Context: an optimization exercise on an open-source flow, tuned for small area and a short achievable clock period. The choices shown serve that exercise and are no tape-out recipe.
At most, simulation tests tie the RTL to the original design; equivalence was not proved.
Function not checked in runs 2 to 6: the RTL went through the layout flow alone.

==> flow/run.sh <==
#!/bin/bash
# synth_recipe.tcl (not shown) runs the flow's synth.tcl, then flattens the netlist and writes it again
# the make line also repeats each setting of config.mk as NAME=value (left out here)
make -C /OpenROAD-flow-scripts/flow DESIGN_CONFIG=/design/flow/config.mk WORK_HOME=/design/flow/orfs CLKGATE_MAP_FILE= SYNTH_SCRIPT=/design/flow/synth_recipe.tcl finish
==> flow/config.mk <==
export PLATFORM = sky130hd
export DESIGN_NAME = rec_calc
export DESIGN_NICKNAME = rec_calc
export VERILOG_FILES = /design/flow/design.v
export SDC_FILE = /design/flow/constraint.sdc
export NUM_CORES = 4
export LEC_CHECK = 0
export CAP_MARGIN = 20
export CORE_MARGIN = 2
export CORE_UTILIZATION = 40
export SLEW_MARGIN = 20
==> flow/design.v <==
module rec_calc(
    input [16:0] valA,
    input [3:0] op,
    input clk,
    input reset,
    output [16:0] result
);
    logic [16:0] valB;
    logic [16:0] out;
    always @(posedge clk) begin
        if (reset) begin
            valB <= 'b0;
            out <= 'b0;
        end
        else begin
            valB <= out;
            out <= op == 3 ? (valB == 17'b0 ? 17'h1ffff : valA / valB) : op == 2 ? valA * valB : op == 1 ? valA - valB : valA + valB;
        end
    end
    assign result = out;
endmodule
==> flow/constraint.sdc <==
create_clock -name core_clock -period 33.0 [get_ports {clk}]
set_input_delay 6.6000 -clock core_clock [delete_from_list [all_inputs] [get_ports {clk}]]
set_output_delay 6.6000 -clock core_clock [all_outputs]
set_load 0.01 [all_outputs]
==> flow_results.org, run 1 <==
** Yosys
- After synthesis, the largest area contributor takes up 19.93% of total cell area.
- Top FF cell, synth :: sky130_fd_sc_hd__dfxtp_1
- Number of synthesized flops with an enable pin :: 0
- Post-synthesis compound-gate area fraction :: 21.90%
- Cell types occupying the most area after synthesis :: sky130_fd_sc_hd__ha_1, sky130_fd_sc_hd__fa_1, sky130_fd_sc_hd__xnor2_1
- After synthesis, the mean cell area works out to 7.412 µm².
- For this run, the number of Yosys warnings is 1.
- The number of nets in the synthesized netlist is 2268.
- Post-synthesis xor/xnor area fraction :: 8.418%
- In the synthesized netlist, mux cells make up 2.361% of the area.
- Counting flops and latches in the post-synthesis netlist gives 34.
- The share of the Yosys chip area taken by registers is 4.775%.
- Adder and majority cell fraction of the synthesized area :: 33.27%
- Synth Area in Simple Gates :: 22.20%
- The number of different library cells used by synthesis comes to 80.
- Synth area leader :: sky130_fd_sc_hd__ha_1
- Fraction of registers with async set/reset :: 0%
- Largest family of logic cells by synthesized area :: adder cells
- The cell count after synthesis came out at 1923.
- The mapped netlist covers 14250 µm².

** STA
- Derived from the worst setup path, the maximum achievable clock frequency is 30.87 MHz.
- Final max-slew violation count :: 0
- Pin slew with the least headroom to its limit :: 1035 ps
- In this run the tightest slew margin relative to its limit is 30.95%.
- After routing, the total negative slack on setup checks comes to 0 ps.
- Unrepaired setup endpoints after global routing :: yes
- The worst path uses 98.16% of the clock period.
- The final hold violation count came to 0.
- Setup violation total in the final timing report :: 0
- Clock period minus final worst setup slack :: 32390 ps
- The clock arrives with 6.314 ps of skew.
- The tightest hold path in the finished design has a slack of 497.9 ps.

** Critical path
- In this design, the stage delay of the slowest critical-path cell is 460 ps.
- Critical path's slowest cell :: sky130_fd_sc_hd__or4_1
- The worst setup path is captured at a flip-flop.
- Crit Path Max Fanout :: 8
- At the worst endpoint, the arrival time is 32570 ps.
- At the worst endpoint, the required time is 33170 ps.
- WS Path Type :: in -> reg
- The worst setup path is launched from an input pin.

** Detailed routing
- For this block, the initial DRC count from the detailed router was 1213.
- The detail route stage leaves a number of antenna-violating nets equal to 0.
- Routed wire length per instance :: 19.49 µm
- Avg Vias per Cell :: 5.714
- Detailed Routing Iterations Pass 1 :: 5
- In the routed design, unresolved DRC markers number 0.
- Vias after detailed routing :: 16.51k
- After detailed routing, the total wire length is 56310 µm.

** Global route
- Initial antenna violation count :: 1
- Global routing consumed, over all layers together, 29.09% of the routing resources.
- The number of global-route vias before repair came to 15.92k.
- First-pass GRT wire length :: 84570 µm
- Entering global routing, the biggest net connects 35 pins.
- After global routing the overflow that remains totals 0.

** Final layout
- After filler insertion, the fill cell instance count of the layout stands at 3137.
- Area taken by flip-flops and latches :: 680.7 µm²
- Measured on the finished design, the core utilization comes to 59.19%.
- The final layout contains 2771 nets.
- Multi-input logic area :: 14300 µm²
- Share of cells above drive strength 1 :: 33.54%
- Relative to the synthesized area, the layout overhead comes to 46.63%.

** Status
- The run finished with no timing, DRC or antenna violations.

** CTS
- CTS tree :: built
- The clock reaches the later pin of the worst-skew pair after 280 ps.
- Number of buffers on the longest clock path :: 2
- Root Buffer Master :: sky130_fd_sc_hd__clkbuf_16
- Number of levels in the clock H-tree :: 2
- Clock tree synthesis inserted a total of 5 buffers.
- For this design, the sink count on the clock tree is 34.
- Clock-pin slew on the worst setup and hold paths :: 50 ps
- Hold-fix buffer count after cts :: 0

** Placement
- Number of input and output port buffers inserted :: 39
- The HPWL after detailed placement is 42620 µm.
- At the end of routability-driven placement, the weighted congestion stood at 0.9518.

** Floorplan
- Std-Cell Rows :: 69
- Area of the die :: 37160 µm²
- Once the floorplan was initialized, standard cells occupied 40.37% of the core.
- Width of the die :: 192.8 µm
- 40 I/O pins were placed.
- Die Span Y :: 192.8 µm
- The floorplan step defined a core boundary enclosing 35310 µm².

** Job
- Total of max-cap violations :: 0

** Worst hold path
- The min-delay analysis places its worst path in the category reg -> reg.
## critical path: cells and delay by family
kind,cells,cell delay [ps]
AOI/OAI and AO/OA,65,12210
buffers and inverters,22,3060
adders and majority gates,17,4660
muxes,3,1060
and+or+nand+nor,32,4910
## per-layer routing
layer	share of wire [%]	GRT usage, %	routed length, µm
met1	43	38.62	23960
met2	47	48.90	26210
met3	6.8	3.001	3839
met4	4.1	10.16	2296
met5	0	0	0
## cell usage in the layout (no fill, tap or decap), types with 9 or more instances in the layout
| master | synthesis | routed |
|---|---|---|
| sky130_fd_sc_hd__buf_4 | 0 | 505 |
| sky130_fd_sc_hd__nand2_1 | 220 | 209 |
| sky130_fd_sc_hd__inv_1 | 189 | 181 |
| sky130_fd_sc_hd__ha_1 | 227 | 181 |
| sky130_fd_sc_hd__nor2_1 | 164 | 149 |
| sky130_fd_sc_hd__xnor2_1 | 101 | 101 |
| sky130_fd_sc_hd__fa_1 | 95 | 95 |
| sky130_fd_sc_hd__a21oi_1 | 111 | 85 |
| sky130_fd_sc_hd__nor3_1 | 63 | 53 |
| sky130_fd_sc_hd__o21ai_0 | 75 | 50 |
| sky130_fd_sc_hd__ha_4 | 0 | 41 |
| sky130_fd_sc_hd__o21a_1 | 42 | 39 |
| sky130_fd_sc_hd__clkdlybuf4s50_1 | 0 | 38 |
| sky130_fd_sc_hd__a21o_1 | 37 | 37 |
| sky130_fd_sc_hd__nand3_1 | 47 | 36 |
| sky130_fd_sc_hd__xor2_1 | 36 | 36 |
| sky130_fd_sc_hd__and2_1 | 36 | 35 |
| sky130_fd_sc_hd__dfxtp_1 | 34 | 34 |
| sky130_fd_sc_hd__nor2b_1 | 28 | 27 |
| sky130_fd_sc_hd__buf_6 | 2 | 23 |
| sky130_fd_sc_hd__o211ai_1 | 21 | 21 |
| sky130_fd_sc_hd__a21oi_2 | 0 | 20 |
| sky130_fd_sc_hd__nand2b_1 | 21 | 18 |
| sky130_fd_sc_hd__or3_1 | 19 | 17 |
| sky130_fd_sc_hd__mux2_2 | 21 | 16 |
| sky130_fd_sc_hd__a211oi_1 | 23 | 16 |
| sky130_fd_sc_hd__a31oi_1 | 25 | 15 |
| sky130_fd_sc_hd__or2_2 | 18 | 14 |
| sky130_fd_sc_hd__o21ai_2 | 0 | 14 |
| sky130_fd_sc_hd__o21ai_1 | 3 | 12 |
| sky130_fd_sc_hd__nand2_2 | 0 | 10 |
| sky130_fd_sc_hd__o31ai_1 | 18 | 10 |
| sky130_fd_sc_hd__nor2_2 | 0 | 9 |
| sky130_fd_sc_hd__nand4_1 | 9 | 9 |
| sky130_fd_sc_hd__and3_1 | 12 | 9 |
## layout make-up
cell class / instances / share of cell area [%]
multi-input combinational: 1626 / 68.41
tap: 461 / 2.760
clock buffer: 7 / 0.6825
sequential: 34 / 3.257
antenna: 1 / 0.01197
inverter: 190 / 3.412
timing repair buffer: 569 / 21.44
clock inverter: 1 / 0.02395
## state kept, by name, summed over array words and instances, names as in the netlist
signal and cells:
out 17, valB 17
## path summary, 6_finish.rpt
path,start,endpoint,slack [ps],depth (start not counted)
worst min-delay path,out[11]$_SDFF_PP0_,valB[11]$_SDFF_PP0_,500,1
worst min register to register,out[11]$_SDFF_PP0_,valB[11]$_SDFF_PP0_,500,1
worst max register to register,valB[7]$_SDFF_PP0_,out[0]$_SDFF_PP0_,5740,138
worst max-delay path,valA[16],out[0]$_SDFF_PP0_,610,139
## cell families after synthesis
logic type / count (synthesis)
AND/OR/NAND/NOR: 672
AO/OA/AOI/OAI: 464
adder cells (fa/ha/maj): 322
buffers and inverters: 263
XOR/XNOR: 137
flip-flops: 34
multiplexers: 31
## synth_stat cells (all sizes together) (28+ instances only)
cell type	n
nand2	220
inv	189
clkbuf	64
a21oi	111
o21ai	78
nor2b	28
nor2	164
o21a	42
a21o	37
fa	95
xnor2	101
and2	36
dfxtp	34
nand3	47
nor3	65
xor2	36
ha	227
## metrics by stage
stage | instances | setup WS (ps) | instance area (µm²)
floorplan | 1923 | 38.85 | 14410
global placement | 2802 | -1260 | 18460
detailed placement | 2802 | -1850 | 18460
CTS | 2832 | 11.33 | 19080
global route | 2889 | -619.7 | 20900
finish | 2889 | 607.2 | 20900
## what timing repair did
item | CTS | global route
endpoints found under the setup margin | 2 | 2
pin swaps | 31 | 139
buffers inserted | 22 | 57
resized for setup | 63 | 266
==> run 2, diff against run 1 <==
==> flow/design.v (replaced) <==
module rec_calc(
    input [16:0] valA,
    input [3:0] op,
    input clk,
    input reset,
    output [16:0] result
);
    logic [16:0] valB;
    logic [16:0] out;
    logic [16:0] quot;
    logic [16:0] x;
    logic [16:0] nxt;
    logic [18:0] m [1:3];
    logic isdiv, ismul, issub, isadd;
    assign isdiv = (op == 4'd3);
    assign ismul = (op == 4'd2);
    assign issub = (op == 4'd1);
    assign isadd = ~isdiv & ~ismul & ~issub;
    assign m[1] = {2'b0, valB};
    assign m[2] = {1'b0, valB, 1'b0};
    assign m[3] = {2'b0, valB} + {1'b0, valB, 1'b0};
    always_comb begin
        x = (isdiv | issub) ? valA : ismul ? 17'h1ffff : ~valA;
        quot = 17'd0;
        quot[16] = (isdiv & (valB[16:1] == 16'd0) & (x[16] | ~valB[0])) | (ismul & valA[16]);
        if (quot[16]) x[16] = x[16] ^ valB[0];
        for (int j = 7; j >= 0; j--) begin
            logic [17:0] t [1:3];
            logic g [1:4];
            logic [3:0] s;
            logic [16:0] mk;
            g[4] = 1'b0;
            for (int k = 1; k <= 3; k++) begin
                mk = m[k][16:0] & ((17'h1 << (17 - 2*j)) - 17'h1);
                t[k] = {1'b0, x >> (2*j)} + {1'b0, ~mk & ((17'h1 << (17 - 2*j)) - 17'h1)} + 18'd1;
                g[k] = (isdiv & ((m[k] >> (17 - 2*j)) == 19'd0) & t[k][17 - 2*j])
                     | (ismul & ({valA[2*j+1], valA[2*j]} >= k))
                     | ((issub | isadd) & (j == 0) & (k == 1));
            end
            for (int k = 1; k <= 3; k++) s[k] = g[k] & ~g[k+1];
            quot[2*j+1] = g[2];
            quot[2*j] = s[3] | s[1];
            for (int k = 1; k <= 3; k++)
                if (s[k]) x = (x & ((17'h1 << (2*j)) - 17'h1)) | (t[k][16:0] << (2*j));
        end
    end
    assign nxt = isdiv ? quot : issub ? x : ~x;
    always @(posedge clk) begin
        if (reset) begin
            valB <= 'b0;
            out <= 'b0;
        end else begin
            valB <= out;
            out <= nxt;
        end
    end
    assign result = out;
endmodule
--- a/flow/config.mk
+++ b/flow/config.mk
@@ -6,6 +6,8 @@
 export NUM_CORES = 4
 export LEC_CHECK = 0
+export ABC_AREA = 1
 export CAP_MARGIN = 20
 export CORE_MARGIN = 2
-export CORE_UTILIZATION = 40
+export CORE_UTILIZATION = 65
+export SETUP_SLACK_MARGIN = 5
 export SLEW_MARGIN = 20
==> run 2 against run 1 <==
Net effect: utilization increased by 18 points; setup slack improved by 5400 ps; register-to-register slack improved by 5900 ps; highest routed layer unchanged; still clean; flip-flop and latch count unchanged; sequential share of layout area increased by 0.81 points; cell count decreased by 5.7%; first-iteration DRC count increased by 33%; synthesized area increased by 0.47%; count of clock-buffer cells in the layout decreased by 1.
==> flow_results.org, run 2 <==
** Final layout
- Number of nets in the layout :: 2748 (was 2771)
- Share of cells above drive strength 1 :: 15.47% (was 33.54%)
- The count of fill cells added during filler insertion was 1785 (was 3137).
- The antenna cell count came to 0 (was 1).
- The synthesis-to-finish area growth came to 17.00% (was 46.63%).
- Registers with the most flip-flops: out (17), valB (17) (unchanged).
- Commonest non-fill, non-tap cells in the layout: sky130_fd_sc_hd__nand2_1, sky130_fd_sc_hd__inv_1, sky130_fd_sc_hd__ha_1 (was sky130_fd_sc_hd__buf_4, sky130_fd_sc_hd__nand2_1, sky130_fd_sc_hd__inv_1, sky130_fd_sc_hd__ha_1, sky130_fd_sc_hd__nor2_1).
- Most common cell after layout, fill and taps aside :: sky130_fd_sc_hd__nand2_1 (was sky130_fd_sc_hd__buf_4)

** Yosys
- Fraction of post-synthesis cell area in the top cell type by area :: 22.46% (was 19.93%)
- Register area share after synthesis :: 4.753% (was 4.775%)
- Synth top cells by count :: sky130_fd_sc_hd__nand2_1, sky130_fd_sc_hd__inv_1, sky130_fd_sc_hd__ha_1 (was sky130_fd_sc_hd__ha_1, sky130_fd_sc_hd__nand2_1, sky130_fd_sc_hd__inv_1)
- Fraction of registers with async set/reset :: 0% (unchanged)
- The mean instance size in the synthesized netlist is 6.207 µm² (was 7.412 µm²).
- The number of flip-flops and latches in the synthesized netlist was 34 (unchanged).
- Number of instances in the synthesized netlist :: 2307 (was 1923)
- The number of enable-type register cells in the synthesized netlist is 0 (unchanged).
- Synth area leader :: sky130_fd_sc_hd__ha_1 (unchanged)
- The synthesized net count is 2612 (was 2268).
- Synthesized area :: 14320 µm² (was 14250 µm²)
- Most frequent cell after synthesis :: sky130_fd_sc_hd__nand2_1 (was sky130_fd_sc_hd__ha_1)
- Top FF cell, synth :: sky130_fd_sc_hd__dfxtp_1 (unchanged)
- Yosys warning count :: 18 (was 1)
- Cell types occupying the most area after synthesis: sky130_fd_sc_hd__ha_1, sky130_fd_sc_hd__nand2_1, sky130_fd_sc_hd__inv_1 (was sky130_fd_sc_hd__ha_1, sky130_fd_sc_hd__fa_1, sky130_fd_sc_hd__xnor2_1).
- The count of different cell masters after synthesis is 54 (was 80).

** CTS
- The library cell used as clock root buffer was sky130_fd_sc_hd__clkbuf_16 (unchanged).
- Hold-fix buffer count after cts :: 0 (unchanged)
- CTS tree :: built (unchanged)
- Latest clock arrival within the worst-skew pair :: 290 ps (was 280 ps)
- The number of H-tree levels came to 2 (unchanged).
- The clock slew seen by the registers of the worst setup and hold paths was 60 ps (was 50 ps).
- Clock buffers created by TritonCTS :: 5 (unchanged)
- Clk sink count :: 34 (unchanged)
- Number of buffers on the longest clock path :: 2 (unchanged)

** Critical path
- CP Launch Type :: input pin (unchanged)
- Arrival time worst endpoint :: 27110 ps (was 32570 ps)
- Critical path's slowest cell :: sky130_fd_sc_hd__clkdlybuf4s50_1 (was sky130_fd_sc_hd__or4_1)
- Kind of cell adding the most delay to the critical path :: compound AO/OA/AOI/OAI gates (unchanged)
- Number of buffer and inverter instances along the worst setup path :: 21 (was 22)
- Cell mode on critical path :: sky130_fd_sc_hd__nand2_1
- Register-to-register path setup slack :: 11680 ps (was 5740 ps)
- CP endpoint kind :: flip-flop (unchanged)
- WS Path Type :: in -> reg (unchanged)
- Biggest cell delay along the critical path :: 470 ps (was 460 ps)
- Data required time of the worst path :: 33150 ps (was 33170 ps)
- Crit Path Max Fanout :: 32 (was 8)

** STA
- Timing-limited maximum frequency :: 37.09 MHz (was 30.87 MHz)
- The final setup TNS was 0 ps (unchanged).
- The total count of max-transition violations in the final report came to 0 (unchanged).
- The post-route worst hold slack was 420.2 ps (was 497.9 ps).
- Setup violation total in the final timing report :: 0 (unchanged)
- The final period utilization is 81.70% (was 98.16%).
- The measured slew at the worst slew-check pin came to 1438 ps (was 1035 ps).
- Unrepaired setup endpoints after global routing: no (was yes).
- The time the final worst path needs with I/O delays and setup came to 26960 ps (was 32390 ps).
- The relative max-transition margin came to 4.010% (was 30.95%).
- The worst clock skew on the final layout came to 4.273 ps (was 6.314 ps).
- Number of hold-slack violations in the final timing report :: 0 (unchanged)

** Detailed routing
- The remaining antenna violation count came to 0 (unchanged).
- Detailed Routing Iterations Pass 1 :: 6 (was 5)
- Avg Vias per Cell :: 6.090 (was 5.714)
- Routed wire length per instance :: 18.95 µm (was 19.49 µm)
- The DRC violation count after routing is 0 (unchanged).
- The final wirelength was 51620 µm (was 56310 µm).
- Iter 0 DRT Violations :: 1614 (was 1213)
- The via total after detailed routing was 16.59k (was 16.51k).

** Floorplan
- Initial cell density of the core :: 65.82% (was 40.37%)
- Total I/O pin count :: 40 (unchanged)
- Std-Cell Rows :: 54 (was 69)
- The area of the placeable core is 21760 µm² (was 35310 µm²).
- Width of the die :: 152.4 µm (was 192.8 µm)
- The floorplan die area came to 23230 µm² (was 37160 µm²).
- Die Span Y :: 152.4 µm (was 192.8 µm)

** Global route
- The total global-route track usage is 40.89% (was 29.09%).
- The total global routing overflow was 0 (unchanged).
- Largest net degree at the start of global routing :: 33 (was 35)
- The first-pass GRT wire length is 77290 µm (was 84570 µm).
- Via count of the first global-routing pass :: 15.16k (was 15.92k)
- The initial antenna violation count came to 0 (was 1).

** Placement
- The total of buffers placed on input and output ports is 39 (unchanged).
- The HPWL reported at the end of detailed placement is 37830 µm (was 42620 µm).
- Final Wtd Congestion :: 1.041 (was 0.9518)

** Job
- Total of max-cap violations :: 0 (unchanged)

** Status
- Status :: timing/DRC/antenna clean (unchanged)

** Worst hold path
- The classification of the worst-slack hold path is reg -> reg (unchanged).
==> run 2: worst min-delay path: stages (launching register included) <==
cell and delay (ps):
sky130_fd_sc_hd__dfxtp_1 310, sky130_fd_sc_hd__inv_1 50, sky130_fd_sc_hd__nor2_1 30
==> run 2: final timing paths <==
path / startpoint / to / cells past startpoint
max: op[2] / out[3]$_SDFF_PP0_ / 148
min: out[15]$_SDFF_PP0_ / valB[15]$_SDFF_PP0_ / 2
max reg2reg: valB[2]$_SDFF_PP0_ / out[3]$_SDFF_PP0_ / 139
min reg2reg: out[15]$_SDFF_PP0_ / valB[15]$_SDFF_PP0_ / 2
==> run 2: cell type report <==
cell class              count  area [µm²]  share of cell area, %
multi-input cells        1875       12810                  76.44
inverters                 370        1420                  8.476
repair buffers            157        1330                  7.938
flip-flops and latches     34       680.7                  4.062
well taps                 280       350.3                  2.091
clock buffers               6       128.9                 0.7692
clock inverters             2       37.54                 0.2240
==> run 2: repair_timing <==
action / in CTS / in global routing
cloned: 1 / 3
endpoints found under the hold margin: 0 / 0
resized for setup: 63 / 142
endpoints found under the setup margin: 17 / 17
buffers inserted: 26 / 71
pin swaps: 6 / 53
==> run 2: cell families after synthesis <==
group,after synthesis,synth area share (%)
compound gates,515,20.17
xor+xnor,137,8.379
fa+ha+maj,282,25.95
buf+inv,401,11.91
flops,34,4.753
mux,2,0.1398
simple gates,936,28.69
==> run 2: metal layers <==
layer  vias to the layer above  routed length [µm]  track usage (%)
li1                       7881                   -                -
met1                      7492               19710            53.68
met2                       970               22440            65.94
met3                       246                5913            5.290
met4                         0                3566            20.99
met5                         -                   0                0
==> run 2: through the flow <==
| step | worst slack, ps | util, % | area, µm² | std cells |
|---|---|---|---|---|
| CTS | 5012 | 71.26 | 15500 | 2650 |
| finish | 6038 | 77.01 | 16750 | 2724 |
| floorplan | 8070 | - | 14320 | 2307 |
| detailed placement | 889.7 | 68.50 | 14900 | 2615 |
| global route | 4456 | 77.01 | 16750 | 2724 |
| global placement | 1196 | 68.50 | 14900 | 2615 |
==> run 3, diff against run 2 <==
--- a/flow/config.mk
+++ b/flow/config.mk
@@ -9,5 +9,4 @@
 export CAP_MARGIN = 20
 export CORE_MARGIN = 2
-export CORE_UTILIZATION = 65
-export SETUP_SLACK_MARGIN = 5
+export CORE_UTILIZATION = 40
 export SLEW_MARGIN = 20
==> run 3 against run 2 <==
Net effect: sequential share of layout area grew 0.36 points; cell count grew 3.2%; register-to-register slack lost 3400 ps; clock skew grew 11 ps; setup slack lost 3700 ps; cell area shrank 8.1%.
==> flow_results.org, run 3 <==
** STA
- Clock period minus final worst setup slack :: 30640 ps (was 26960 ps)
- The number of setup violations in the final report is 0 (unchanged).
- The final setup TNS was 0 ps (unchanged).
- The measured slew at the worst slew-check pin came to 844.9 ps (was 1438 ps).
- The post-route worst setup slack is 2362 ps (was 6038 ps).
- Unrepaired setup endpoints after global routing: no (unchanged).
- The final period utilization was 92.84% (was 81.70%).
- Timing-limited maximum frequency :: 32.64 MHz (was 37.09 MHz)
- Number of hold-slack violations in the final timing report :: 0 (unchanged)
- Final max-slew violation count :: 0 (unchanged)
- Remaining max-slew budget at the tightest pin :: 43.08% (was 4.010%)
- The worst clock skew on the final layout came to 15.31 ps (was 4.273 ps).

** Status
- Status :: timing/DRC/antenna clean (unchanged)

** Yosys
- Number of instances in the synthesized netlist :: 2307 (unchanged)
- The netlist area before placement was 14320 µm² (unchanged).
- The dominant cell by count in the synthesized netlist was sky130_fd_sc_hd__nand2_1 (unchanged).
- The number of flip-flops and latches in the synthesized netlist came to 34 (unchanged).
- Top FF cell, synth :: sky130_fd_sc_hd__dfxtp_1 (unchanged)
- The fraction of registers with async set/reset is 0% (unchanged).
- The share of Yosys cell area claimed by the top area cell type is 22.46% (unchanged).
- Yosys warning count :: 18 (unchanged)
- Cell types occupying the most area after synthesis: sky130_fd_sc_hd__ha_1, sky130_fd_sc_hd__nand2_1, sky130_fd_sc_hd__inv_1 (unchanged).
- Mapped Avg Cell Area :: 6.207 µm² (unchanged)
- The synthesized net count was 2612 (unchanged).
- The count of different cell masters after synthesis came to 54 (unchanged).
- Register area share after synthesis :: 4.753% (unchanged)
- The most area-hungry cell type in the Yosys netlist is sky130_fd_sc_hd__ha_1 (unchanged).
- Synth top cells by count :: sky130_fd_sc_hd__nand2_1, sky130_fd_sc_hd__inv_1, sky130_fd_sc_hd__ha_1 (unchanged)
- Number of synthesized flops with an enable pin :: 0 (unchanged)

** Detailed routing
- Vias after detailed routing :: 15.39k (was 16.59k)
- The number of optimization iterations in the first detailed-route pass was 6 (unchanged).
- Residual DRC :: 0 (unchanged)
- Routed wire length per instance :: 18.11 µm (was 18.95 µm)
- The number of DRC markers in iteration 0 is 1197 (was 1614).
- The final wirelength came to 50880 µm (was 51620 µm).
- Number of nets with antenna violations after detailed routing :: 0 (unchanged)
- Avg Vias per Cell :: 5.476 (was 6.090)

** Critical path
- The sort of element at the end of the critical path is a flip-flop (unchanged).
- Worst setup path start :: op[3] (was op[2])
- WS Path Type :: in -> reg (unchanged)
- Crit Path Max Fanout :: 26 (was 32)
- The source of the worst register-to-register timing path is valB[11]$_SDFF_PP0_ (was valB[2]$_SDFF_PP0_).
- Arrival time worst endpoint :: 30800 ps (was 27110 ps)
- CP Launch Type :: input pin (unchanged)
- The depth of the worst register-to-register path came to 156 (was 139).
- The critical-path cell with the highest stage delay is sky130_fd_sc_hd__ha_1 (was sky130_fd_sc_hd__clkdlybuf4s50_1).
- Data required time of the worst path :: 33170 ps (was 33150 ps)
- Biggest cell delay along the critical path :: 410 ps (was 470 ps)
- The most prevalent standard cell on the critical path is sky130_fd_sc_hd__nand2_1 (unchanged).

** Floorplan
- The height of the chip is 193.2 µm (was 152.4 µm).
- Std-Cell Rows :: 69 (was 54)
- The area of the placeable core is 35400 µm² (was 21760 µm²).
- Total I/O pin count :: 40 (unchanged)
- Width of the die :: 193.2 µm (was 152.4 µm)
- The effective utilization at floorplan is 40.46% (was 65.82%).
- The floorplan die area came to 37330 µm² (was 23230 µm²).

** CTS
- The hold buffer count at cts is 0 (unchanged).
- The CTS tree is built (unchanged).
- Number of levels in the clock H-tree :: 2 (unchanged)
- The source-to-sink clock delay at the later pin of the worst-skew pair is 290 ps (about the same).
- Root Buffer Master :: sky130_fd_sc_hd__clkbuf_16 (unchanged)
- Clock buffers created by TritonCTS :: 5 (unchanged)
- Number of buffers on the longest clock path :: 2 (unchanged)
- The clock slew seen by the registers of the worst setup and hold paths came to 70 ps (was 60 ps).
- The TritonCTS sink count is 34 (unchanged).

** Final layout
- The leading cell type in the layout, fill and taps excluded is sky130_fd_sc_hd__nand2_1 (unchanged).
- The total number of nets in the final design is 2653 (was 2748).
- Commonest non-fill, non-tap cells in the layout :: sky130_fd_sc_hd__nand2_1, sky130_fd_sc_hd__inv_1, sky130_fd_sc_hd__ha_1 (unchanged)
- Area Growth Syn to Fin :: 7.584% (was 17.00%)
- The proportion of layout cells with a drive suffix above 1 was 6.982% (was 15.47%).
- The antenna cell count is 0 (unchanged).
- Registers with the most flip-flops :: out (17), valB (17) (unchanged)

** Global route
- GRT overflow :: 0 (unchanged)
- The first-pass GRT wire length came to 80100 µm (was 77290 µm).
- Initial antenna violation count :: 0 (unchanged)
- GRT Overall Usage :: 26.72% (was 40.89%)
- Largest net degree at the start of global routing :: 35 (was 33)
- The number of global-route vias before repair is 14.82k (was 15.16k).

** Placement
- The total of buffers placed on input and output ports is 39 (unchanged).
- The placer congestion estimate came to 0.9770 (was 1.041).
- Estimated wirelength of the detail-placed design :: 39750 µm (was 37830 µm)
- The pre-CTS setup slack is 764.0 ps (was 889.7 ps).

** Worst hold path
- The classification of the worst-slack hold path is reg -> reg (unchanged).
- Startpoint of the worst hold path :: out[14]$_SDFF_PP0_ (was out[15]$_SDFF_PP0_)
- Hold path cells :: 2 (unchanged)

** Job
- The count of maximum capacitance violations is 0 (unchanged).
-- run 3: changes by cell type in the layout (fill, tap and decap cells not counted), sizes merged --
cell,change
buf,-91
clkinvlp,-4
inv,+3
nand2,-3
bufinv,-1
clkinv,+1
-- run 3: critical path: cells and delay by family --
family,cells,cell delay [ps]
AOI/OAI and AO/OA,59,10000
adders and majority gates,9,3090
buffers and inverters,23,3510
and+or+nand+nor,69,7570
-- run 3: worst paths after layout --
| kind | endpoint | slack, ps |
|---|---|---|
| max | out[9]$_SDFF_PP0_ | 2360 |
| min | valB[14]$_SDFF_PP0_ | 420 |
| max reg2reg | out[9]$_SDFF_PP0_ | 8320 |
| min reg2reg | valB[14]$_SDFF_PP0_ | 420 |
-- run 3: final cells by class --
cell class | instances | area, µm²
Clock buffer | 7 | 142.6
Tap cell | 461 | 576.8
Sequential cell | 34 | 680.7
Inverter | 370 | 1390
Clock inverter | 1 | 5.005
Fill cell | 3728 | 19990
Multi-Input combinational cell | 1872 | 12030
Timing Repair Buffer | 65 | 585.6
-- run 3: cell families (layout without fill, tap and decap cells) --
family                     Yosys count  count (layout)  share of synthesized area (%)
muxes                                2               2                         0.1398
xor gates and xnor gates           137             137                          8.379
adders and majority gates          282             282                          25.95
and+or+nand+nor                    936             936                          28.69
DFF                                 34              34                          4.753
buffers and inverters              401             443                          11.91
AOI/OAI and AO/OA                  515             515                          20.17
-- run 3: repair_timing --
item | 4_1_cts | 5_1_grt
setup buffers | 0 | 2
endpoints found under the setup margin | 0 | 17
gates resized for setup | 0 | 20
hold endpoints to repair | 0 | 0
-- run 3: per-layer routing --
layer | up-vias | track usage [%] | routed length (µm)
met5 | - | 0 | 0
met4 | 0 | 11.39 | 2531
met3 | 130 | 2.476 | 3562
met2 | 584 | 43.89 | 22300
met1 | 7009 | 35.71 | 22490
li1 | 7664 | - | -
-- run 3: stage by stage --
step,util [%],instances,area [µm²],hold slack [ps]
global placement,42.85,2800,15170,416.4
finish,43.52,2810,15410,421.5
CTS,43.27,2808,15310,430.6
floorplan,-,2307,14320,447.3
detailed placement,42.85,2800,15170,417.1
global route,43.52,2810,15410,451.0
==> run 4, diff against run 3 <==
--- a/flow/config.mk
+++ b/flow/config.mk
@@ -9,4 +9,4 @@
 export CAP_MARGIN = 20
 export CORE_MARGIN = 2
-export CORE_UTILIZATION = 40
+export CORE_UTILIZATION = 65
 export SLEW_MARGIN = 20
==> run 4 against run 3 <==
Net effect: first-iteration DRC count is 23% higher; via count is 3.2% higher; flip-flop and latch count stayed put; fmax is 0.89% lower; setup slack worse by 280 ps; count of clock-buffer cells in the layout is 1 lower; critical endpoint is now out[3]$_SDFF_PP0_; utilization is 26 points higher; cell count is 6.5% lower; clock skew is 12 ps lower; still clean; cell area is 1.8% lower.
==> flow_results.org, run 4 <==
** STA
- The number of setup violations in the final report is 0 (unchanged).
- The achievable frequency is 32.35 MHz (was 32.64 MHz).
- Setup clock skew after layout :: 3.735 ps (was 15.31 ps)
- Remaining max-slew budget at the tightest pin :: 27.19% (was 43.08%)
- The final period utilization was 93.68% (was 92.84%).
- Final-layout setup total negative slack :: 0 ps (unchanged)
- Worst hold margin :: 420.1 ps (was 421.5 ps)
- Clock period minus final worst setup slack :: 30910 ps (was 30640 ps)
- The total count of max-transition violations in the final report came to 0 (unchanged).
- The measured slew at the worst slew-check pin came to 1091 ps (was 844.9 ps).
- Number of hold-slack violations in the final timing report :: 0 (unchanged)
- Unrepaired setup endpoints after global routing :: no (unchanged)

** Final layout
- Registers with the most flip-flops: out (17), valB (17) (unchanged).
- Util after Layout :: 69.57% (was 43.52%)
- Commonest non-fill, non-tap cells in the layout :: sky130_fd_sc_hd__nand2_1, sky130_fd_sc_hd__inv_1, sky130_fd_sc_hd__ha_1 (unchanged)
- The leading cell type in the layout, fill and taps excluded was sky130_fd_sc_hd__nand2_1 (unchanged).
- Area Growth Syn to Fin :: 5.688% (was 7.584%)
- Share of cells above drive strength 1 :: 6.655% (was 6.982%)
- Filler cells :: 2055 (was 3728)
- Number of nets in the layout :: 2648 (was 2653)
- Post-route design area :: 15130 µm² (was 15410 µm²)

** CTS
- The total CTS buffers was 5 (unchanged).
- Root Buffer Master :: sky130_fd_sc_hd__clkbuf_16 (unchanged)
- Clock-pin slew on the worst setup and hold paths :: 60 ps (was 70 ps)
- Number of levels in the clock H-tree :: 2 (unchanged)
- The CTS tree is built (unchanged).
- The TritonCTS sink count is 34 (unchanged).
- The source-to-sink clock delay at the later pin of the worst-skew pair is 280 ps (was 290 ps).
- The maximum clock path buffer count came to 2 (unchanged).

** Global route
- Largest net degree at the start of global routing :: 33 (was 35)
- Initial antenna violation count :: 2 (was 0)
- The total global routing overflow was 0 (unchanged).
- Via count of the first global-routing pass :: 14.95k (was 14.82k)
- The total global-route track usage was 40.31% (was 26.72%).
- First-pass GRT wire length :: 76210 µm (was 80100 µm)

** Placement
- Final Wtd Congestion :: 1.041 (was 0.9770)
- The total of buffers placed on input and output ports came to 39 (unchanged).
- Total placed instance area :: 14900 µm² (was 15170 µm²)
- Estimated wirelength of the detail-placed design :: 37830 µm (was 39750 µm)

** Yosys
- Synth area leader :: sky130_fd_sc_hd__ha_1 (unchanged)
- Number of synthesized flops with an enable pin :: 0 (unchanged)
- The dominant combinational cell family by area after synthesis was simple AND/OR/NAND/NOR gates (unchanged).
- Synth top cells by count :: sky130_fd_sc_hd__nand2_1, sky130_fd_sc_hd__inv_1, sky130_fd_sc_hd__ha_1 (unchanged)
- Number of instances in the synthesized netlist :: 2307 (unchanged)
- Top FF cell, synth :: sky130_fd_sc_hd__dfxtp_1 (unchanged)
- Mapped Avg Cell Area :: 6.207 µm² (unchanged)
- The share of synthesized cell area in and, or, nand and nor gates is 28.69% (unchanged).
- Cell types occupying the most area after synthesis: sky130_fd_sc_hd__ha_1, sky130_fd_sc_hd__nand2_1, sky130_fd_sc_hd__inv_1 (unchanged).
- The adder-cell share of the synthesized area was 25.95% (unchanged).
- Synthesized area :: 14320 µm² (unchanged)
- Net Count, Synth :: 2612 (unchanged)
- The share of Yosys cell area claimed by the top area cell type is 22.46% (unchanged).
- Most frequent cell after synthesis :: sky130_fd_sc_hd__nand2_1 (unchanged)
- The portion of netlist area occupied by mux cells is 0.1398% (unchanged).
- The share of the synthesized area in compound gates (AO/OA/AOI/OAI) is 20.17% (unchanged).
- The count of different cell masters after synthesis was 54 (unchanged).
- Post-synthesis xor/xnor area fraction :: 8.379% (unchanged)
- Yosys reg bits :: 34 (unchanged)
- The total number of yosys warnings came to 18 (unchanged).
- The fraction of registers with async set/reset is 0% (unchanged).
- Register area share after synthesis :: 4.753% (unchanged)

** Job
- Total of max-cap violations :: 0 (unchanged)

** Critical path
- Number of buffer and inverter instances along the worst setup path :: 19 (was 23)
- CP endpoint kind :: flip-flop (unchanged)
- Arrival time worst endpoint :: 31070 ps (was 30800 ps)
- CP Launch Type :: input pin (unchanged)
- Crit Path Max Fanout :: 32 (was 26)
- WS Path Type :: in -> reg (unchanged)
- The longest individual stage delay on the worst path is 460 ps (was 410 ps).
- The cell class contributing the biggest share of worst-path delay was compound AO/OA/AOI/OAI gates (unchanged).
- The critical-path cell with the highest stage delay is sky130_fd_sc_hd__ha_1 (unchanged).
- The most prevalent standard cell on the critical path is sky130_fd_sc_hd__nand2_1 (unchanged).
- The data required time of the critical path was 33150 ps (was 33170 ps).

** Detailed routing
- The number of optimization iterations in the first detailed-route pass is 6 (unchanged).
- Wirelength, routed :: 48320 µm (was 50880 µm)
- Vias after detailed routing :: 15.87k (was 15.39k)
- Avg Vias per Cell :: 6.045 (was 5.476)
- The remaining antenna violation count was 0 (unchanged).
- The routed wire length per instance is 18.40 µm (was 18.11 µm).
- Residual DRC :: 0 (unchanged)
- The number of DRC markers in iteration 0 came to 1477 (was 1197).

** Floorplan
- The horizontal die dimension is 152.4 µm (was 193.2 µm).
- Area of the die :: 23230 µm² (was 37330 µm²)
- The number of standard-cell rows in the floorplan is 54 (was 69).
- The count of boundary I/O pins is 40 (unchanged).
- Floorplan core area :: 21760 µm² (was 35400 µm²)
- Initial cell density of the core :: 65.82% (was 40.46%)
- The height of the chip is 152.4 µm (was 193.2 µm).

** Status
- Status: timing/DRC/antenna clean (unchanged).

** Worst hold path
- The classification of the worst-slack hold path is reg -> reg (unchanged).
## run 4: worst paths after layout
kind                          to  depth (start not counted)  slack (ps)                from
min          valB[15]$_SDFF_PP0_                          2         420  out[15]$_SDFF_PP0_
min reg2reg  valB[15]$_SDFF_PP0_                          2         420  out[15]$_SDFF_PP0_
max reg2reg    out[3]$_SDFF_PP0_                        146        8050  valB[9]$_SDFF_PP0_
max            out[3]$_SDFF_PP0_                        146        2090               op[3]
## run 4: cell families (layout without fill, tap and decap cells)
| logic type | after synthesis | after routing |
|---|---|---|
| AO/OA/AOI/OAI | 515 | 515 |
| XOR/XNOR | 137 | 137 |
| multiplexers | 2 | 2 |
| other | 0 | 2 |
| buffers and inverters | 401 | 438 |
| adder cells (fa/ha/maj) | 282 | 282 |
| AND/OR/NAND/NOR | 936 | 936 |
| flip-flops | 34 | 34 |
## run 4: layout make-up
cell class	instances	area, µm²	share of cell area [%]
multi-input combinational	1872	11990	79.25
inverter	370	1390	9.185
sequential	34	680.7	4.497
timing repair buffer	60	548.0	3.621
tap	280	350.3	2.315
clock buffer	6	128.9	0.8515
clock inverter	2	37.54	0.2480
antenna	2	5.005	0.03307
## run 4: tightest hold or removal path: stages (launching register included)
cell                      delay (ps)
sky130_fd_sc_hd__dfxtp_1         310
sky130_fd_sc_hd__inv_1            50
sky130_fd_sc_hd__nor2_1           30
## run 4: layer usage
layer	global-route usage (%)	routed length (µm)
met3	5.091	4890
met4	19.40	2754
met2	65.02	20810
met1	53.49	19860
met5	0	0
## run 4: repair_timing
item                                    CTS  global route
endpoints found under the hold margin     0             0
gates resized for setup                   0            14
hold buffers                              0             0
endpoints found under the setup margin    0            17
buffers inserted                          0             1
## run 4: metrics by stage
step | setup slack, ps | cells
3_3_place_gp | 1196 | 2615
3_5_place_dp | 889.7 | 2615
2_1_floorplan | 8070 | 2307
4_1_cts | 1083 | 2623
5_1_grt | 41.83 | 2624
6_report | 2085 | 2626
==> run 5, diff against run 4 <==
--- a/flow/config.mk
+++ b/flow/config.mk
@@ -6,7 +6,8 @@
 export NUM_CORES = 4
 export LEC_CHECK = 0
-export ABC_AREA = 1
+export ABC_AREA = 0
 export CAP_MARGIN = 20
 export CORE_MARGIN = 2
 export CORE_UTILIZATION = 65
+export SETUP_SLACK_MARGIN = 5
 export SLEW_MARGIN = 20
==> run 5 against run 4 <==
Net effect: critical path type unchanged; cell count is 6.6% lower; critical path depth is 49 lower; via count up 10%; worst hold slack gained 40 ps; synthesized area rose by 5.3%; register-to-register slack better by 2300 ps; wire length rose by 26%; count of clock-buffer cells in the layout grew 1; cell area up 15%; setup slack better by 3100 ps; sequential share of layout area down 0.59 points; still clean on timing, DRC and antenna.
==> flow_results.org, run 5 <==
** STA
- Final max-slew violation count :: 0 (unchanged)
- The achievable frequency came to 35.99 MHz (was 32.35 MHz).
- Final-layout setup total negative slack :: 0 ps (unchanged)
- Clock period minus final worst setup slack :: 27790 ps (was 30910 ps)
- Unrepaired setup endpoints after global routing: yes (was no).
- The final period utilization was 84.20% (was 93.68%).
- The final hold violation count was 0 (unchanged).
- Setup violation total in the final timing report :: 0 (unchanged)
- Remaining max-slew budget at the tightest pin :: 20.21% (was 27.19%)
- Pin slew with the least headroom to its limit :: 1196 ps (was 1091 ps)
- Setup clock skew after layout :: 4.975 ps (was 3.735 ps)

** Placement
- Estimated wirelength of the detail-placed design :: 44690 µm (was 37830 µm)
- The placer congestion estimate was 1.096 (was 1.041).
- Cell total after placement :: 2373 (was 2615)
- The total of buffers placed on input and output ports is 39 (unchanged).

** Worst hold path
- Startpoint of the worst hold path :: out[8]$_SDFF_PP0_ (was out[15]$_SDFF_PP0_)
- Path type of the worst min-delay path :: reg -> reg (unchanged)
- End point of the worst hold path :: valB[8]$_SDFF_PP0_ (was valB[15]$_SDFF_PP0_)
- Hold path cells :: 1 (was 2)

** Detailed routing
- Vias after detailed routing :: 17.53k (was 15.87k)
- Routed wire length per instance :: 24.77 µm (was 18.40 µm)
- Number of nets with antenna violations after detailed routing :: 0 (unchanged)
- Iter 0 DRT Violations :: 2309 (was 1477)
- Wirelength, routed :: 60730 µm (was 48320 µm)
- Residual DRC :: 0 (unchanged)
- The number of optimization iterations in the first detailed-route pass is 9 (was 6).
- The per-cell via count in the routed design was 7.150 (was 6.045).

** Critical path
- Cell mode on critical path :: sky130_fd_sc_hd__buf_4 (was sky130_fd_sc_hd__nand2_1)
- The cell class contributing the biggest share of worst-path delay was compound AO/OA/AOI/OAI gates (unchanged).
- The slack of the worst reg-to-reg path came to 10380 ps (was 8050 ps).
- The depth of the worst register-to-register path was 93 (was 146).
- The critical-path cell with the highest stage delay is sky130_fd_sc_hd__or4_4 (was sky130_fd_sc_hd__ha_1).
- Biggest cell delay along the critical path :: 580 ps (was 460 ps)
- Arrival time worst endpoint :: 27960 ps (was 31070 ps)
- The critical path launch point type is an input pin (unchanged).
- The worst-path maximum fanout is 18 (was 32).
- The number of buffers and inverters on the critical path came to 14 (was 19).
- The data required time of the critical path came to 33170 ps (was 33150 ps).
- Endpoint of the most critical register-to-register path :: out[7]$_SDFF_PP0_ (was out[3]$_SDFF_PP0_)
- WS Path Type :: in -> reg (unchanged)
- The sort of element at the end of the critical path is a flip-flop (unchanged).
- Reg-to-reg startpoint :: valB[6]$_SDFF_PP0_ (was valB[9]$_SDFF_PP0_)

** CTS
- The total CTS buffers was 5 (unchanged).
- Hold-fix buffer count after cts :: 0 (unchanged)
- The number of H-tree levels came to 2 (unchanged).
- Clock-pin slew on the worst setup and hold paths :: 60 ps (about the same)
- Root Buffer Master :: sky130_fd_sc_hd__clkbuf_16 (unchanged)
- The source-to-sink clock delay at the later pin of the worst-skew pair came to 280 ps (about the same).
- The CTS tree is built (unchanged).
- Number of buffers on the longest clock path :: 2 (unchanged)
- The TritonCTS sink count was 34 (unchanged).

** Final layout
- The total number of nets in the final design was 2470 (was 2648).
- Registers with the most flip-flops :: out (17), valB (17) (unchanged)
- The leading cell type in the layout, fill and taps excluded was sky130_fd_sc_hd__ha_1 (was sky130_fd_sc_hd__nand2_1).
- Commonest non-fill, non-tap cells in the layout: sky130_fd_sc_hd__ha_1, sky130_fd_sc_hd__nor2_1, sky130_fd_sc_hd__a21oi_1 (was sky130_fd_sc_hd__nand2_1, sky130_fd_sc_hd__inv_1, sky130_fd_sc_hd__ha_1).
- The synthesis-to-finish area growth is 15.35% (was 5.688%).
- Share of cells above drive strength 1 :: 13.57% (was 6.655%)
- The number of non-filler instances in the completed layout is 2452 (was 2626).

** Floorplan
- Die Span Y :: 156.3 µm (was 152.4 µm)
- The floorplan die area was 24440 µm² (was 23230 µm²).
- Std-Cell Rows :: 55 (was 54)
- The effective utilization at floorplan was 66.42% (was 65.82%).
- Total I/O pin count :: 40 (unchanged)
- The horizontal die dimension is 156.3 µm (was 152.4 µm).
- Floorplan core area :: 22710 µm² (was 21760 µm²)

** Yosys
- The synthesized netlist cell count is 2075 (was 2307).
- Netlist cell types :: 101 (was 54)
- Mapped Avg Cell Area :: 7.270 µm² (was 6.207 µm²)
- Yosys warning count :: 18 (unchanged)
- The dominant synthesized flop cell is sky130_fd_sc_hd__dfxtp_1 (unchanged).
- Synth top cells by count: sky130_fd_sc_hd__ha_1, sky130_fd_sc_hd__a21oi_1, sky130_fd_sc_hd__nor2_1 (was sky130_fd_sc_hd__nand2_1, sky130_fd_sc_hd__inv_1, sky130_fd_sc_hd__ha_1).
- Register area share after synthesis :: 4.512% (was 4.753%)
- The most area-hungry cell type in the Yosys netlist was sky130_fd_sc_hd__ha_1 (unchanged).
- The netlist area before placement was 15080 µm² (was 14320 µm²).
- Number of synthesized flops with an enable pin :: 0 (unchanged)
- The number of flip-flops and latches in the synthesized netlist was 34 (unchanged).
- The fraction of registers with async set/reset came to 0% (unchanged).
- The synthesized net count came to 2380 (was 2612).
- The share of Yosys cell area claimed by the top area cell type is 21.32% (was 22.46%).
- Cell types occupying the most area after synthesis :: sky130_fd_sc_hd__ha_1, sky130_fd_sc_hd__xnor2_1, sky130_fd_sc_hd__a21oi_1 (was sky130_fd_sc_hd__ha_1, sky130_fd_sc_hd__nand2_1, sky130_fd_sc_hd__inv_1)
- Most frequent cell after synthesis :: sky130_fd_sc_hd__ha_1 (was sky130_fd_sc_hd__nand2_1)

** Global route
- GRT overflow :: 0 (unchanged)
- The initial antenna violation count is 1 (was 2).
- The pin count of the biggest net entering global routing was 39 (was 33).
- Via count of the first global-routing pass :: 16.11k (was 14.95k)
- The first-pass GRT wire length was 88250 µm (was 76210 µm).
- GRT Overall Usage :: 46.50% (was 40.31%)

** Job
- The count of maximum capacitance violations was 0 (unchanged).

** Status
- Status :: timing/DRC/antenna clean (unchanged)
run 5: cell count changes in the layout (fill, tap and decap cells not counted), moves of 52 or more:
cell                      previous run  this run
sky130_fd_sc_hd__nand2_1           530       156
sky130_fd_sc_hd__nor3_1              4        56
sky130_fd_sc_hd__nor2b_1             0        64
sky130_fd_sc_hd__nand3_1           134        61
sky130_fd_sc_hd__a21oi_1           246       174
sky130_fd_sc_hd__inv_1             360        91
sky130_fd_sc_hd__xnor2_1            52       107
sky130_fd_sc_hd__buf_4              21        86
sky130_fd_sc_hd__a21o_1              5        59
sky130_fd_sc_hd__nor2_1            119       174
run 5: repair_timing:
action	CTS	global route
cloned	0	3
hold endpoints to repair	0	0
resized for setup	75	121
setup endpoints to repair	17	17
setup buffers	13	54
pin swaps	10	34
run 5: worst max-delay path by stage:
stage                        endpoint  cells past startpoint   from  slack, ps
global placement    out[4]$_SDFF_PP0_                     90  op[1]       1710
finish              out[7]$_SDFF_PP0_                     97  op[2]       5210
floorplan           out[3]$_SDFF_PP0_                     94  op[1]       6510
CTS                 out[3]$_SDFF_PP0_                    100  op[3]       5000
detailed placement  out[4]$_SDFF_PP0_                     90  op[1]       1230
global route        out[7]$_SDFF_PP0_                     98  op[2]       4640
run 5: kinds of logic after synthesis:
family | Yosys count | share of synthesized area, %
AND/OR/NAND/NOR | 713 | 23.61
AO/OA/AOI/OAI | 694 | 30.61
adder cells (fa/ha/maj) | 282 | 24.64
multiplexers | 39 | 2.787
XOR/XNOR | 169 | 9.912
flip-flops | 34 | 4.512
buffers and inverters | 144 | 3.940
run 5: routing by layer:
layer	part of all wire [%]	vias up	track usage [%]
met3	13	335	10.47
li1	-	7884	-
met5	0	-	0
met1	37	8067	58.44
met2	42	1246	70.88
met4	7.8	0	31.37
run 5: area by class of cell:
class / instances / area (µm²)
diodes: 1 / 2.502
flip-flops and latches: 34 / 680.7
clock inverters: 1 / 5.005
fillers: 1769 / 5309
clock buffers: 7 / 142.6
multi-input cells: 1898 / 14670
inverters: 92 / 345.3
well taps: 285 / 356.6
repair buffers: 134 / 1199
run 5: through the flow:
step                      utilization, %  instance area, µm²  hold slack, ps  setup WS (ps)
after floorplan                        -               15080           492.2           6505
after global placement             69.63               15810           444.4           1706
after detailed placement           69.63               15810           454.9           1225
after CTS                          72.09               16370           461.3           5004
after global routing               76.61               17400           473.9           4639
final                              76.62               17400           460.2           5213
==> run 6, diff against run 5 <==
==> flow/flow/run.sh (new file) <==
#!/bin/bash
# Standard synthesis and layout; the layout's timing repair aims for a setup
# slack of SETUP_MARGIN ns at the design's clock period, so that it sizes and
# buffers the critical paths harder than the default margin of 0 would.
set -euo pipefail
SETUP_MARGIN=$(cat flow/setup_margin.txt)
bash standard.sh synth > synth.log 2>&1
bash standard.sh SETUP_SLACK_MARGIN=$SETUP_MARGIN finish > layout.log 2>&1
==> flow/flow/setup_margin.txt (new file) <==
12
==> flow/standard.sh (new file) <==
#!/bin/bash
# synth_recipe.tcl (not shown) runs the flow's synth.tcl, then flattens the netlist and writes it again
# the make line also repeats each setting of config.mk as NAME=value (left out here)
make -C /OpenROAD-flow-scripts/flow DESIGN_CONFIG=/design/flow/config.mk WORK_HOME=/design/flow/orfs CLKGATE_MAP_FILE= SYNTH_SCRIPT=/design/flow/synth_recipe.tcl "${@:-finish}"
--- a/flow/config.mk
+++ b/flow/config.mk
@@ -6,8 +6,7 @@
 export NUM_CORES = 4
 export LEC_CHECK = 0
-export ABC_AREA = 0
+export ABC_AREA = 1
 export CAP_MARGIN = 20
 export CORE_MARGIN = 2
-export CORE_UTILIZATION = 65
-export SETUP_SLACK_MARGIN = 5
+export CORE_UTILIZATION = 40
 export SLEW_MARGIN = 20
removed: flow/run.sh
==> run 6 against run 5 <==
Net effect: still clean; synthesized area is 5.1% lower; synthesized cell count is 11% higher; cell area is 14% higher; worst hold slack worse by 41 ps; critical endpoint is now out[9]$_SDFF_PP0_.
==> flow_results.org, run 6 <==
** Status
- Status :: timing/DRC/antenna clean (unchanged)

** Detailed routing
- The via total after detailed routing came to 17.02k (was 17.53k).
- Wirelength, routed :: 58230 µm (was 60730 µm)
- Detailed Routing Iterations Pass 1 :: 5 (was 9)
- The routed wire length per instance was 18.87 µm (was 24.77 µm).
- Number of nets with antenna violations after detailed routing :: 0 (unchanged)
- The DRC violation count after routing was 0 (unchanged).
- Avg Vias per Cell :: 5.517 (was 7.150)
- The number of DRC markers in iteration 0 was 1210 (was 2309).

** Global route
- The number of global-route vias before repair came to 16.52k (was 16.11k).
- The total global routing overflow came to 0 (unchanged).
- The initial antenna violation count is 0 (was 1).
- The total global-route track usage came to 29.12% (was 46.50%).
- The first-pass GRT wire length was 87050 µm (was 88250 µm).
- Largest net degree at the start of global routing :: 33 (was 39)

** Final layout
- The synthesis-to-finish area growth came to 38.98% (was 15.35%).
- The leading cell type in the layout, fill and taps excluded was sky130_fd_sc_hd__nand2_1 (was sky130_fd_sc_hd__ha_1).
- Number of nets in the layout :: 2928 (was 2470)
- The proportion of layout cells with a drive suffix above 1 came to 28.89% (was 13.57%).
- Registers with the most flip-flops :: out (17), valB (17) (unchanged)
- The final core area utilization is 56.22% (was 76.62%).
- Commonest non-fill, non-tap cells in the layout: sky130_fd_sc_hd__nand2_1, sky130_fd_sc_hd__inv_1, sky130_fd_sc_hd__buf_4 (was sky130_fd_sc_hd__ha_1, sky130_fd_sc_hd__nor2_1, sky130_fd_sc_hd__a21oi_1).
- The number of non-filler instances in the completed layout is 3085 (was 2452).
- The antenna cell count was 0 (was 1).

** Floorplan
- Floorplan core area :: 35400 µm² (was 22710 µm²)
- Area of the die :: 37330 µm² (was 24440 µm²)
- The horizontal die dimension was 193.2 µm (was 156.3 µm).
- The count of boundary I/O pins came to 40 (unchanged).
- Std-Cell Rows :: 69 (was 55)
- The height of the chip is 193.2 µm (was 156.3 µm).
- Initial cell density of the core :: 40.46% (was 66.42%)

** Yosys
- Synth top cells by count :: sky130_fd_sc_hd__nand2_1, sky130_fd_sc_hd__inv_1, sky130_fd_sc_hd__ha_1 (was sky130_fd_sc_hd__ha_1, sky130_fd_sc_hd__a21oi_1, sky130_fd_sc_hd__nor2_1)
- The fraction of registers with async set/reset is 0% (unchanged).
- The share of synthesized cell area in and, or, nand and nor gates is 28.69% (was 23.61%).
- The synthesized net count came to 2612 (was 2380).
- The netlist area before placement came to 14320 µm² (was 15080 µm²).
- Number of instances in the synthesized netlist :: 2307 (was 2075)
- Yosys reg bits :: 34 (unchanged)
- Largest family of logic cells by synthesized area :: simple AND/OR/NAND/NOR gates (was compound AO/OA/AOI/OAI gates)
- The total number of yosys warnings came to 18 (unchanged).
- The count of different cell masters after synthesis was 54 (was 101).
- Multiplexer fraction of the synthesized cell area :: 0.1398% (was 2.787%)
- Cell types occupying the most area after synthesis: sky130_fd_sc_hd__ha_1, sky130_fd_sc_hd__nand2_1, sky130_fd_sc_hd__inv_1 (was sky130_fd_sc_hd__ha_1, sky130_fd_sc_hd__xnor2_1, sky130_fd_sc_hd__a21oi_1).
- Mapped Avg Cell Area :: 6.207 µm² (was 7.270 µm²)
- Post-synthesis xor/xnor area fraction :: 8.379% (was 9.912%)
- The dominant cell by count in the synthesized netlist was sky130_fd_sc_hd__nand2_1 (was sky130_fd_sc_hd__ha_1).
- Post-synthesis compound-gate area fraction :: 20.17% (was 30.61%)
- The most area-hungry cell type in the Yosys netlist was sky130_fd_sc_hd__ha_1 (unchanged).
- Register area share after synthesis :: 4.753% (was 4.512%)
- The number of enable-type register cells in the synthesized netlist came to 0 (unchanged).
- Adder and majority cell fraction of the synthesized area :: 25.95% (was 24.64%)
- The share of Yosys cell area claimed by the top area cell type is 22.46% (was 21.32%).
- Top FF cell, synth :: sky130_fd_sc_hd__dfxtp_1 (unchanged)

** Critical path
- The critical path arrival came to 25280 ps (was 27960 ps).
- The sort of element at the end of the critical path is a flip-flop (unchanged).
- Crit Path Max Fanout :: 13 (was 18)
- The category of the most critical setup path is in -> reg (unchanged).
- Critical path's slowest cell :: sky130_fd_sc_hd__o211ai_1 (was sky130_fd_sc_hd__or4_4)
- Biggest cell delay along the critical path :: 370 ps (was 580 ps)
- The critical path launch point type was an input pin (unchanged).
- Cell mode on critical path :: sky130_fd_sc_hd__nand2_2 (was sky130_fd_sc_hd__buf_4)
- Data required time of the worst path :: 33150 ps (was 33170 ps)

** Placement
- Cell total after placement :: 2795 (was 2373)
- Number of input and output port buffers inserted :: 39 (unchanged)
- The placer congestion estimate is 0.9795 (was 1.096).
- The pre-CTS setup slack is 3093 ps (was 1225 ps).
- The HPWL reported at the end of detailed placement came to 40540 µm (was 44690 µm).

** CTS
- Number of levels in the clock H-tree :: 2 (unchanged)
- The library cell used as clock root buffer was sky130_fd_sc_hd__clkbuf_16 (unchanged).
- Clk sink count :: 34 (unchanged)
- The CTS tree is built (unchanged).
- Latest clock arrival within the worst-skew pair :: 300 ps (was 280 ps)
- Clock buffers created by TritonCTS :: 5 (unchanged)
- The maximum clock path buffer count is 2 (unchanged).
- Hold-fix buffer count after cts :: 0 (unchanged)
- Clock-pin slew on the worst setup and hold paths :: 70 ps (was 60 ps)

** STA
- The relative max-transition margin was 37.36% (was 20.21%).
- Pin slew with the least headroom to its limit :: 938.5 ps (was 1196 ps)
- Timing-limited maximum frequency :: 39.79 MHz (was 35.99 MHz)
- The worst clock skew on the final layout was 12.45 ps (was 4.975 ps).
- Setup violation total in the final timing report :: 0 (unchanged)
- Number of hold-slack violations in the final timing report :: 0 (unchanged)
- Share of the clock period used by the worst path :: 76.16% (was 84.20%)
- Final-layout setup total negative slack :: 0 ps (unchanged)
- The post-route worst setup slack is 7866 ps (was 5213 ps).
- Clock period minus final worst setup slack :: 25130 ps (was 27790 ps)
- Unrepaired setup endpoints after global routing :: yes (unchanged)
- The total count of max-transition violations in the final report came to 0 (unchanged).

** Worst hold path
- The classification of the worst-slack hold path is reg -> reg (unchanged).

** Job
- Total of max-cap violations :: 0 (unchanged)
==> run 6: cell count changes after synthesis, sizes merged, moves of 56 or more <==
cell	previous run	this run
xnor2	109	53
inv	92	368
nand2	165	581
nor2b	64	0
nand3	61	134
nor3	61	4
nor2	187	130
==> run 6: layer usage <==
layer	up-vias	global-route usage [%]	part of all wire (%)
li1	8245	-	-
met1	7891	37.92	42
met2	712	48.21	45
met3	173	2.423	6.8
met4	0	14.73	5.7
met5	-	0	0
==> run 6: path summary, 6_finish.rpt <==
check,cells after the start,endpoint,slack [ps],start
worst max register to register,151,out[9]$_SDFF_PP0_,13210,valB[11]$_SDFF_PP0_
worst max-delay path,154,out[9]$_SDFF_PP0_,7870,op[3]
worst min register to register,2,valB[4]$_SDFF_PP0_,420,out[4]$_SDFF_PP0_
worst min-delay path,2,valB[4]$_SDFF_PP0_,420,out[4]$_SDFF_PP0_
==> run 6: kinds of logic (layout without fill, tap and decap cells) <==
group | after synthesis | count (layout)
buf+inv | 401 | 711
simple gates | 936 | 943
mux | 2 | 2
compound gates | 515 | 515
fa+ha+maj | 282 | 282
xor+xnor | 137 | 137
flops | 34 | 34
==> run 6: cell type report <==
| class | instances | area (µm²) |
|---|---|---|
| Tap cell | 461 | 576.8 |
| Sequential cell | 34 | 680.7 |
| Fill cell | 3352 | 15490 |
| Clock inverter | 3 | 45.04 |
| Clock buffer | 5 | 125.1 |
| Timing Repair Buffer | 333 | 2806 |
| Inverter | 370 | 1474 |
| Multi-Input combinational cell | 1879 | 14190 |
==> run 6: critical path: cells and delay by family <==
family	cells	cell delay, ps
xor gates and xnor gates	1	110
and+or+nand+nor	61	5830
AOI/OAI and AO/OA	50	6810
adders and majority gates	9	2300
buffers and inverters	33	3540
==> run 6: timing repair <==
item / CTS / global route
gates cloned: 6 / 1
pin swaps: 134 / 197
endpoints found under the setup margin: 17 / 17
gates resized for setup: 209 / 214
buffers inserted: 196 / 79
hold endpoints to repair: 0 / 0
==> run 6: through the flow <==
stage | cell area (µm²) | hold slack (ps)
after global placement | 15680 | 410.3
after detailed placement | 15680 | 412.7
after global routing | 19900 | 438.9
final | 19900 | 419.6
after floorplan | 14910 | 447.3
after CTS | 18390 | 422.6

## re-timing with driven ports
How much do the figures lean on ideal ports? The routed layouts below were timed once more, with nothing changed but the port constraints. Step 1: set_driving_cell puts a clkbuf_16 on clk and a buf_2 on each other input, an assumption about the parent block. Step 2 adds t to the input delays and takes it off the output delays; t is the mean of the earliest and latest rising clock arrival at the registers after step 1. Input paths then give back, and output paths get back, about the clock's delay inside the block. Slacks: ideal ports / drivers / drivers and shift; pairs: ideal ports / drivers.
| run | t (ns) | setup slack, ns | hold slack, ns | slew at the worst register clock pin (ns) |
|---|---|---|---|---|
| run 1 | 0.329 | 0.607 / 0.617 / 0.288 | 0.498 / 0.498 / 0.498 | 0.06 / 0.06 |
| run 2 | 0.320 | 6.038 / 6.050 / 5.730 | 0.420 / 0.420 / 0.420 | 0.06 / 0.06 |
| run 3 | 0.321 | 2.362 / 2.380 / 2.059 | 0.421 / 0.421 / 0.421 | 0.07 / 0.07 |
| run 4 | 0.319 | 2.085 / 2.101 / 1.783 | 0.420 / 0.420 / 0.420 | 0.06 / 0.06 |
| run 5 | 0.309 | 5.213 / 5.214 / 4.904 | 0.460 / 0.460 / 0.460 | 0.06 / 0.06 |
| run 6 | 0.330 | 7.866 / 7.867 / 7.537 | 0.420 / 0.420 / 0.420 | 0.07 / 0.07 |
After both steps setup and hold are still met in every run listed. The setup slack of run 6, which loses most, moves by +0.001 ns with the drivers and by -0.329 ns with both steps.
